What follows belongs to an exercise in optimizing a design on an open flow for small area and a short achievable clock period; a production flow would make more cautious choices. No functional check of the RTL was part of any run shown here.

## flow/run.sh

```bash
#!/bin/bash
# synth_recipe.tcl (not shown) runs the flow's synth.tcl, then flattens the netlist and writes it again
# the make line also repeats each setting of config.mk as NAME=value (left out here)
make -C /OpenROAD-flow-scripts/flow DESIGN_CONFIG=/design/flow/config.mk WORK_HOME=/design/flow/orfs CLKGATE_MAP_FILE= SYNTH_SCRIPT=/design/flow/synth_recipe.tcl finish
```

## flow/config.mk

```make
export PLATFORM = sky130hd
export DESIGN_NAME = alu_top
export DESIGN_NICKNAME = alu_top
export VERILOG_FILES = /design/flow/design.v
export SDC_FILE = /design/flow/constraint.sdc
export NUM_CORES = 4
export LEC_CHECK = 0
export ABC_AREA = 1
export CAP_MARGIN = 20
export CORE_MARGIN = 2
export CORE_UTILIZATION = 70
export PLACE_DENSITY = 0.8
export SLEW_MARGIN = 20
export SYNTH_HIERARCHICAL = 1
export SYNTH_MINIMUM_KEEP_SIZE = 0
```

## flow/constraint.sdc

```tcl
create_clock -name core_clock -period 90.0 [get_ports {clk}]
set_input_delay 18.0000 -clock core_clock [delete_from_list [all_inputs] [get_ports {clk}]]
set_output_delay 18.0000 -clock core_clock [all_outputs]
set_load 0.01 [all_outputs]
```

## flow/design.v

```verilog
module alu_top (
    input             clk,
    input      [15:0] a,
    input      [15:0] b,
    input      [2:0]  opcode,
    input      [1:0]  mode,
    output reg [31:0] result,
    output reg        eq
);
    reg [15:0] a_q;
    reg [15:0] b_q;
    reg [2:0]  opcode_q;
    reg [1:0]  mode_q;
    wire [31:0] alu_out;
    wire        alu_eq;
    ALU u_alu (.a(a_q), .b(b_q), .opcode(opcode_q), .mode(mode_q),
               .outALU(alu_out), .eq(alu_eq));
    always @(posedge clk) begin
        a_q      <= a;
        b_q      <= b;
        opcode_q <= opcode;
        mode_q   <= mode;
        result   <= alu_out;
        eq       <= alu_eq;
    end
endmodule

module logic_unit(a, b, opcode, outlu, eq);
input  [15:0] a;
input  [15:0] b;
input  [2:0]  opcode;
output reg [15:0] outlu;
output eq;
wire [15:0] x = a ^ b;
assign eq = ~|x;
always @(*) begin
    case (opcode)
    3'b000:  outlu = a & b;
    3'b001:  outlu = a | b;
    3'b010:  outlu = x;
    3'b011:  outlu = ~a;
    default: outlu = 16'h0000;
    endcase
end
endmodule
module arith(a, b, opcode, outau);
input  [15:0] a;
input  [15:0] b;
input  [2:0]  opcode;
output reg [31:0] outau;
wire gt = a > b;
wire absop = (opcode == 3'b010);
wire inc   = (opcode == 3'b100);
wire dec   = (opcode == 3'b101);
wire [15:0] y = a ^ {16{absop & ~gt}};
wire [15:0] x = (b & {16{~(inc | dec)}}) ^ {16{(absop & gt) | dec}};
wire [15:0] s;
wire co;
add16 ad (.a(y), .b(x), .ci(absop | inc), .s(s), .co(co));
wire [31:0] prod;
mul16 mu (.a(a), .b(b), .p(prod));
wire [15:0] q;
wire dz;
div16 dv (.a(a), .b(b), .gt(gt), .q(q), .dz(dz));
always @(*) begin
    case (opcode)
    3'b000:  outau = {16'h0000, s};
    3'b001:  outau = prod;
    3'b010:  outau = {16'h0000, s};
    3'b011:  outau = {{16{dz}}, q};
    3'b100:  outau = {15'h0000, co, s};
    3'b101:  outau = {{16{~co}}, s};
    default: outau = 32'h00000000;
    endcase
end
endmodule
module add16(a, b, ci, s, co);
input  [15:0] a;
input  [15:0] b;
input  ci;
output [15:0] s;
output co;
wire [16:0] c;
assign c[0] = ci;
genvar k;
generate for (k = 0; k < 16; k = k + 1) begin : rb
    fa u (.x(a[k]), .y(b[k]), .z(c[k]), .c(c[k+1]), .s(s[k]));
end endgenerate
assign co = c[16];
endmodule
module div16(a, b, gt, q, dz);
input  [15:0] a;
input  [15:0] b;
input  gt;
output [15:0] q;
output dz;
wire [15:0] n = gt ? a : b;
wire [15:0] d = gt ? b : a;
wire [16:0] za, zb;
assign za[16] = 1'b1;
assign zb[16] = 1'b1;
genvar k, j;
generate for (k = 15; k >= 0; k = k - 1) begin : zp
    assign za[k] = za[k+1] & ~a[k];
    assign zb[k] = zb[k+1] & ~b[k];
end endgenerate
wire [16:0] hz = za | zb;
assign dz = hz[0];
wire [17:0] d3;
wire [16:0] c3;
assign d3[0] = d[0];
assign c3[1] = 1'b0;
generate for (k = 1; k < 16; k = k + 1) begin : m3
    fa u (.x(d[k]), .y(d[k-1]), .z(c3[k]), .c(c3[k+1]), .s(d3[k]));
end endgenerate
ha m3h (.x(d[15]), .y(c3[16]), .c(d3[17]), .s(d3[16]));
wire [15:0] r [0:7];
generate for (j = 0; j < 8; j = j + 1) begin : st
    localparam W = 2*j + 2;
    wire h3 = (a <= ((1 << W) - 1) / 3) | (b <= ((1 << W) - 1) / 3);
    wire [W-1:0] t;
    if (j == 0) begin : f
        assign t = n[15:14];
    end else begin : m
        assign t = {r[j-1][W-3:0], n[15-2*j:14-2*j]};
    end
    wire [1:0] qq;
    wire [W-1:0] rr;
    dstep #(.W(W), .LAST(j == 7)) u (.t(t), .d(d[W-1:0]), .d3(d3[W-1:0]),
        .h1(hz[W]), .h2(hz[W-1]), .h3(h3), .q(qq), .r(rr));
    assign q[15-2*j:14-2*j] = qq;
    assign r[j] = rr;
end endgenerate
endmodule
module dstep #(parameter W = 2, parameter LAST = 0) (t, d, d3, h1, h2, h3, q, r);
input  [W-1:0] t;
input  [W-1:0] d;
input  [W-1:0] d3;
input  h1, h2, h3;
output [1:0] q;
output [W-1:0] r;
wire [W:0] s1 = {1'b0, t} - {1'b0, d};
wire [W:0] s2 = {1'b0, t} - {1'b0, d[W-2:0], 1'b0};
wire [W:0] s3 = {1'b0, t} - {1'b0, d3};
wire ge1 = h1 & ~s1[W];
wire ge2 = h2 & ~s2[W];
wire ge3 = h3 & ~s3[W];
assign q = {ge2, ge3 | (ge1 & ~ge2)};
generate if (LAST) begin : l
    assign r = {W{1'b0}};
end else begin : n
    assign r = ge3 ? s3[W-1:0] : ge2 ? s2[W-1:0] : ge1 ? s1[W-1:0] : t;
end endgenerate
endmodule
module mul16(a, b, p);
input  [15:0] a;
input  [15:0] b;
output [31:0] p;
wire [16:0] s [0:15];
wire [15:0] c [0:15];
genvar i, k;
generate
for (k = 0; k < 16; k = k + 1) begin : r0
    assign s[0][k] = a[k] & b[0];
end
assign s[0][16] = 1'b0;
for (i = 1; i < 16; i = i + 1) begin : row
    for (k = 0; k < 16; k = k + 1) begin : col
        wire x = a[k] & b[i];
        if (i == 1 && k == 15) begin : n
            assign s[i][k] = x;
            assign c[i][k] = 1'b0;
        end else if (i == 1) begin : h1
            ha u (.x(x), .y(s[0][k+1]), .c(c[i][k]), .s(s[i][k]));
        end else if (k == 15) begin : h2
            ha u (.x(x), .y(c[i-1][k]), .c(c[i][k]), .s(s[i][k]));
        end else begin : f
            fa u (.x(x), .y(s[i-1][k+1]), .z(c[i-1][k]), .c(c[i][k]), .s(s[i][k]));
        end
    end
    assign s[i][16] = 1'b0;
end
for (i = 0; i < 16; i = i + 1) begin : lo
    assign p[i] = s[i][0];
end
wire [16:0] rc;
for (k = 0; k < 16; k = k + 1) begin : fin
    if (k == 0) begin : h
        ha u (.x(s[15][1]), .y(c[15][0]), .c(rc[1]), .s(p[16]));
    end else if (k == 15) begin : t
        assign p[31] = c[15][15] ^ rc[15];
    end else begin : f
        fa u (.x(s[15][k+1]), .y(c[15][k]), .z(rc[k]), .c(rc[k+1]), .s(p[16+k]));
    end
end
endgenerate
endmodule
module fa(x, y, z, c, s);
input x, y, z;
output c, s;
assign s = x ^ y ^ z;
assign c = (x & y) | (x & z) | (y & z);
endmodule
module ha(x, y, c, s);
input x, y;
output c, s;
assign s = x ^ y;
assign c = x & y;
endmodule
module crypto(a, opcode, outcu);
input  [15:0] a;
input  [2:0]  opcode;
output reg [15:0] outcu;
wire [15:0] g2b;
assign g2b[15] = a[15];
genvar i;
generate for (i = 14; i >= 0; i = i - 1) begin : pfx
    assign g2b[i] = g2b[i+1] ^ a[i];
end endgenerate
always @(*) begin
    case (opcode)
    3'b000:  outcu = (a >> 1) ^ a;
    3'b001:  outcu = g2b;
    default: outcu = 16'h0000;
    endcase
end
endmodule
module ALU(a, b, opcode, mode, outALU, eq);
input  [15:0] a;
input  [15:0] b;
input  [2:0]  opcode;
input  [1:0]  mode;
output reg [31:0] outALU;
output eq;
wire [31:0] outau;
wire [15:0] outlu;
wire [15:0] outcu;
arith      a1 (.a(a), .b(b), .opcode(opcode), .outau(outau));
logic_unit l1 (.a(a), .b(b), .opcode(opcode), .outlu(outlu), .eq(eq));
crypto     d1 (.a(a), .opcode(opcode), .outcu(outcu));
always @(*) begin
    case (mode)
    2'b00:   outALU = {16'h0000, outlu};
    2'b01:   outALU = outau;
    2'b10:   outALU = {16'h0000, outcu};
    default: outALU = 32'h00000000;
    endcase
end
endmodule
```

==> results of run 1 <==
layer usage:
layer | wire (um) | up-vias
li1 | - | 12200
met1 | 28800 | 11300
met2 | 33700 | 915
met3 | 5230 | 241
met4 | 4410 | 0
met5 | 0 | -
sequential cells by signal, indices dropped and copies added, names as in the netlist:
signal    cells
a_q          16
opcode_q      3
b_q          16
eq            1
mode_q        2
result       32
worst min-delay path by stage:
| stage | startpoint | endpoint |
|---|---|---|
| after floorplan | mode_q[0] | result[29] |
| after global placement | mode_q[1] | result[10] |
| after detailed placement | mode_q[1] | result[8] |
| after CTS | mode_q[1] | result[8] |
| after global routing | mode_q[1] | result[11] |
| final | mode_q[1] | result[8] |
tightest hold or removal path, stage by stage (launching register included):
cell,delay (ns)
dfxtp_1,0.61
nand3_1,0.22
nand3_1,0.08
cell type report:
class	instances	area, sq um	area share
inverter	849	3210	0.118
clock inverter	7	57.6	0.00212
tap	511	639	0.0235
multi-input combinational	2947	20600	0.757
timing repair buffer	118	1070	0.0393
clock buffer	9	225	0.00829
sequential	70	1400	0.0516
through the flow:
step           area, sq um  hold WS, ns
6_report             27200        0.961
5_1_grt              27200        0.990
4_1_cts              27200        0.927
3_5_place_dp         26900        0.923
3_3_place_gp         26900        0.933
2_1_floorplan        26400        0.603
==> run_results.csv, run 1 <==
group,metric,value,unit
floorplanning,pin_count,71,
status,run_status,"finished clean",
setup_path,required,72.00,ns
setup_path,cp_slowest_stage_delay,0.56,ns
cells_and_area,areaGrowthSynthToFinish,2.83,%
setup_path,crit_end,"result[28]",
placement,dp_hpwl,56100,um
timing,tns,0,ns
clocking,postCtsSetupBuffers,0,
yosys,synth.net_count,4604,
setup_path,crit_arrival,1.21,ns
clocking,cts_buffers,9,
timing,setup_slack,70.79,ns
setup_path,end_kind,"output port",
timing,skew,0.00769,ns
global_route,met2_usage,0.639,
detailed_routing,first_iter_violations,1678,
yosys,syn_area_per_cell,6.59,sq um
clocking,cts_root_buf,"clkbuf_16",
global_route,grt_max_degree,65,
setup_path,crit_chain,"clkdlybuf4s50_1",
setup_path,startpoint_type,"flop",
cells_and_area,final_core_util,0.727,
timing,final_hold_viol_count,0,
cells_and_area,final_common_cell,"nand2_1",
timing,min_period_over_period,0.213,
timing,tightestPinTransition,1.22,ns
timing,rsz0062_at_grt,"no",
worst_hold_path,holdCritPathClass,"reg2reg",
worst_hold_path,hold_depth,2,
cells_and_area,instances_no_fill,4511,
setup_path,crit_slowest_cell,"clkdlybuf4s50_1",
yosys,syn_inst,4010,
setup_path,crit_cells,1,
setup_path,crit_type,"reg2out",
floorplanning,dieArea,39300,sq um
setup_path,r2r_slack,73.75,ns
detailed_routing,via_per_inst,5.47,
global_route,grt_pass1_vias,23900,
timing,maxSlewHeadroom,0.179,
setup_path,worstPathMaxFanout,1,
timing,finalSetupViolations,0,
setup_path,ff2ff_path_depth,83,
cells_and_area,final_cell_mix,"1187 x nand2_1, 801 x inv_1, 312 x nand3_1",
clocking,cts_max_level,3,
yosys,ys.warnings.count,13,
clocking,clk_path_buf_depth,2,
placement,placedCellCount,4494,
global_route,gr-usage-met3,0.0462,
setup_path,worst-path-buf-inv,1,
floorplanning,die_w,198,um
setup_path,path_delay_family,"buffers and inverters",
detailed_routing,drc_errors,0,
setup_path,timing.rr.start,"a_q[13]",
timing,fmax,0.0521,GHz
cells_and_area,drive_gt1_frac,0.0740,
detailed_routing,totalWireLength,72100,um
cells_and_area,diodes,0,
global_route,busiest_layer,"met2",
global_route,grt_use_total,0.377,
clocking,cts_sinks,70,
detailed_routing,drt_pass1_iterations,6,
placement,placement.io_buffers,70,
floorplanning,rows,71,
cells_and_area,n_fill_cell,3261,
global_route,globalRoute.totalOverflow,0,
detailed_routing,num_vias,24700,
global_route,grt_pass1_wl,118000,um
placement,place.gp.congestion,0.977,
global_route,antenna_found_initial,0,
detailed_routing,wire_per_inst,16.0,um
clocking,cts_hold_buffers,0,
timing,min_period,19.21,ns
floorplanning,initial_utilization,0.707,
flow_run,maxCapViolations,0,
setup_path,r2r_end,"result[0]",
clocking,path_clk_slew,0.06,ns
placement,place_ws,71.16,ns
detailed_routing,drtAntennaViolNets,0,
cells_and_area,nets,4589,
clocking,clock_latency,0.33,ns
timing,drv_slew,0,
floorplanning,dieHeight,198,um
global_route,met1_usage,0.470,
clocking,cts_resized,0,
floorplanning,coreArea,37400,sq um
setup_path,crit_start,"result[28]",
yosys,synth_area,26400,sq um
clocking,cts_tree,"done",
==> inputs of run 2 (changes only) <==
--- a/flow/config.mk
+++ b/flow/config.mk
@@ -8,8 +8,7 @@
 export ABC_AREA = 1
 export CAP_MARGIN = 20
 export CORE_MARGIN = 2
-export CORE_UTILIZATION = 70
-export PLACE_DENSITY = 0.8
+export CORE_UTILIZATION = 45
 export SLEW_MARGIN = 20
 export SYNTH_HIERARCHICAL = 1
 export SYNTH_MINIMUM_KEEP_SIZE = 0
==> run_results.csv, run 2 <==
group,metric,value,unit
status,run_status,"finished clean",
detailed_routing,totalWireLength,80800,um
timing,skew,0.0221,ns
cells_and_area,nets,4597,
setup_path,timing.rr.start,"b_q[2]",
worst_hold_path,hold_depth,3,
setup_path,crit_type,"reg2out",
placement,dp_hpwl,63500,um
global_route,grt_pass1_vias,23300,
worst_hold_path,holdCritPathClass,"reg2reg",
global_route,globalRoute.totalOverflow,0,
global_route,antenna_found_initial,0,
timing,drv_slew,0,
cells_and_area,areaGrowthSynthToFinish,4.39,%
floorplanning,dieArea,60700,sq um
timing,rsz0062_at_grt,"no",
detailed_routing,num_vias,24300,
cells_and_area,diodes,0,
worst_hold_path,min_to,"result[5]",
clocking,postCtsSetupBuffers,0,
clocking,cts_root_buf,"clkbuf_16",
cells_and_area,regMostFlops,"result",
placement,placement.io_buffers,70,
clocking,cts_sinks,70,
timing,tightestPinTransition,1.01,ns
floorplanning,rows,88,
setup_path,r2r_end,"result[0]",
clocking,cts_buffers,9,
clocking,cts_resized,0,
setup_path,worst-path-buf-inv,1,
yosys,synth_area,26400,sq um
setup_path,crit_arrival,1.24,ns
detailed_routing,via_per_inst,5.09,
setup_path,ff2ff_path_depth,91,
yosys,syn_inst,4010,
floorplanning,dieHeight,246,um
setup_path,r2r_slack,73.69,ns
yosys,ys.warnings.count,13,
cells_and_area,reg_top3,"result (32), a_q (16), b_q (16)",
floorplanning,die_w,246,um
cells_and_area,drive_gt1_frac,0.0758,
detailed_routing,drtAntennaViolNets,0,
cells_and_area,final_common_cell,"nand2_1",
detailed_routing,first_iter_violations,2049,
timing,min_period_over_period,0.214,
floorplanning,pin_count,71,
timing,min_period,19.24,ns
clocking,path_clk_slew,0.08,ns
timing,finalSetupViolations,0,
detailed_routing,drc_errors,0,
global_route,grt_use_total,0.273,
setup_path,crit_slowest_cell,"clkdlybuf4s50_1",
floorplanning,initial_utilization,0.456,
worst_hold_path,hp-start,"mode_q[0]",
setup_path,end_kind,"output port",
detailed_routing,wire_per_inst,16.9,um
floorplanning,coreArea,57900,sq um
clocking,clock_latency,0.37,ns
clocking,cts_max_level,3,
cells_and_area,final_cell_mix,"1187 x nand2_1, 801 x inv_1, 312 x nand3_1",
timing,tns,0,ns
setup_path,cp_slowest_stage_delay,0.54,ns
clocking,cts_hold_buffers,0,
global_route,grt_pass1_wl,130000,um
yosys,syn_area_per_cell,6.59,sq um
detailed_routing,drt_pass1_iterations,6,
timing,maxSlewHeadroom,0.318,
setup_path,worstPathMaxFanout,1,
yosys,synth.net_count,4604,
flow_run,maxCapViolations,0,
setup_path,crit_chain,"clkdlybuf4s50_1",
clocking,cts_tree,"done",
timing,final_hold_viol_count,0,
setup_path,required,72.00,ns
timing,fmax,0.0520,GHz
setup_path,startpoint_type,"flop",
cells_and_area,final_core_util,0.476,
placement,place.gp.congestion,0.909,
setup_path,path_delay_family,"buffers and inverters",
global_route,grt_max_degree,65,
cells_and_area,largest_reg_flops,32,
clocking,clk_path_buf_depth,2,
## run 2: cell types whose count changed in the layout (fill, tap and decap cells not counted), sizes merged
cell      before  now
buf           48   56
bufinv         0    2
clkbuf         9   11
clkinvlp       2    0
inv          840  838
## run 2: final cells by class
class | instances | area (sq um)
clock buffers | 11 | 243
clock inverters | 5 | 82.6
fillers | 6195 | 30300
inverters | 849 | 3210
multi-input cells | 2947 | 20600
flip-flops and latches | 70 | 1400
well taps | 765 | 957
repair buffers | 126 | 1120
## run 2: worst max-delay path by stage
| stage | start | to | slack, ns | depth (start not counted) |
|---|---|---|---|---|
| floorplan | eq | eq | 71.67 | 0 |
| global placement | result[5] | result[5] | 71.16 | 1 |
| detailed placement | result[25] | result[25] | 71.16 | 1 |
| CTS | result[20] | result[20] | 70.75 | 1 |
| global route | result[16] | result[16] | 70.73 | 1 |
| finish | result[20] | result[20] | 70.76 | 1 |
## run 2: stage by stage
step	setup slack (ns)	hold slack, ns	std cells	instance area [sq um]
6_report	70.76	0.838	4773	27600
5_1_grt	70.73	0.851	4773	27600
4_1_cts	70.75	0.819	4773	27600
3_5_place_dp	71.16	0.799	4757	27300
3_3_place_gp	71.16	0.812	4757	27300
2_1_floorplan	71.67	0.603	4010	26400
## run 2: layer usage
| metal | routed length, um | track usage | vias up |
|---|---|---|---|
| met2 | 36200 | 0.447 | 710 |
| met5 | 0 | 0 | - |
| met3 | 5040 | 0.0260 | 116 |
| met1 | 37200 | 0.386 | 11300 |
| li1 | - | - | 12200 |
| met4 | 2360 | 0.0670 | 0 |

[what the ideal ports hide]
The flow's constraints put no driver on any port. The routed layouts listed below were extracted and timed again, unchanged, in two steps.
Step 1 sets driving cells, clkbuf_16 on the clock port and buf_2 on the other inputs (assumed; they add their load-dependent delay and slew).
Step 2 times the ports against the registers' clock, not the clock port: input delays grow and output delays shrink by t, the midpoint of the rising clock arrivals with the driver on.
Slacks: ideal ports / drivers / drivers and shift; pairs: ideal ports / drivers.
run | t (ns) | slack for setup (ns) | worst setup path after step 2 | latest minus earliest clock arrival (ns) | slew at the worst register clock pin (ns)
run 1 | 0.364 | 70.789 / 70.756 / 71.120 | register to output | 0.008 / 0.008 | 0.06 / 0.06
run 2 | 0.392 | 70.760 / 70.726 / 71.118 | register to output | 0.022 / 0.022 | 0.08 / 0.08
After both steps every run listed still meets setup and hold.
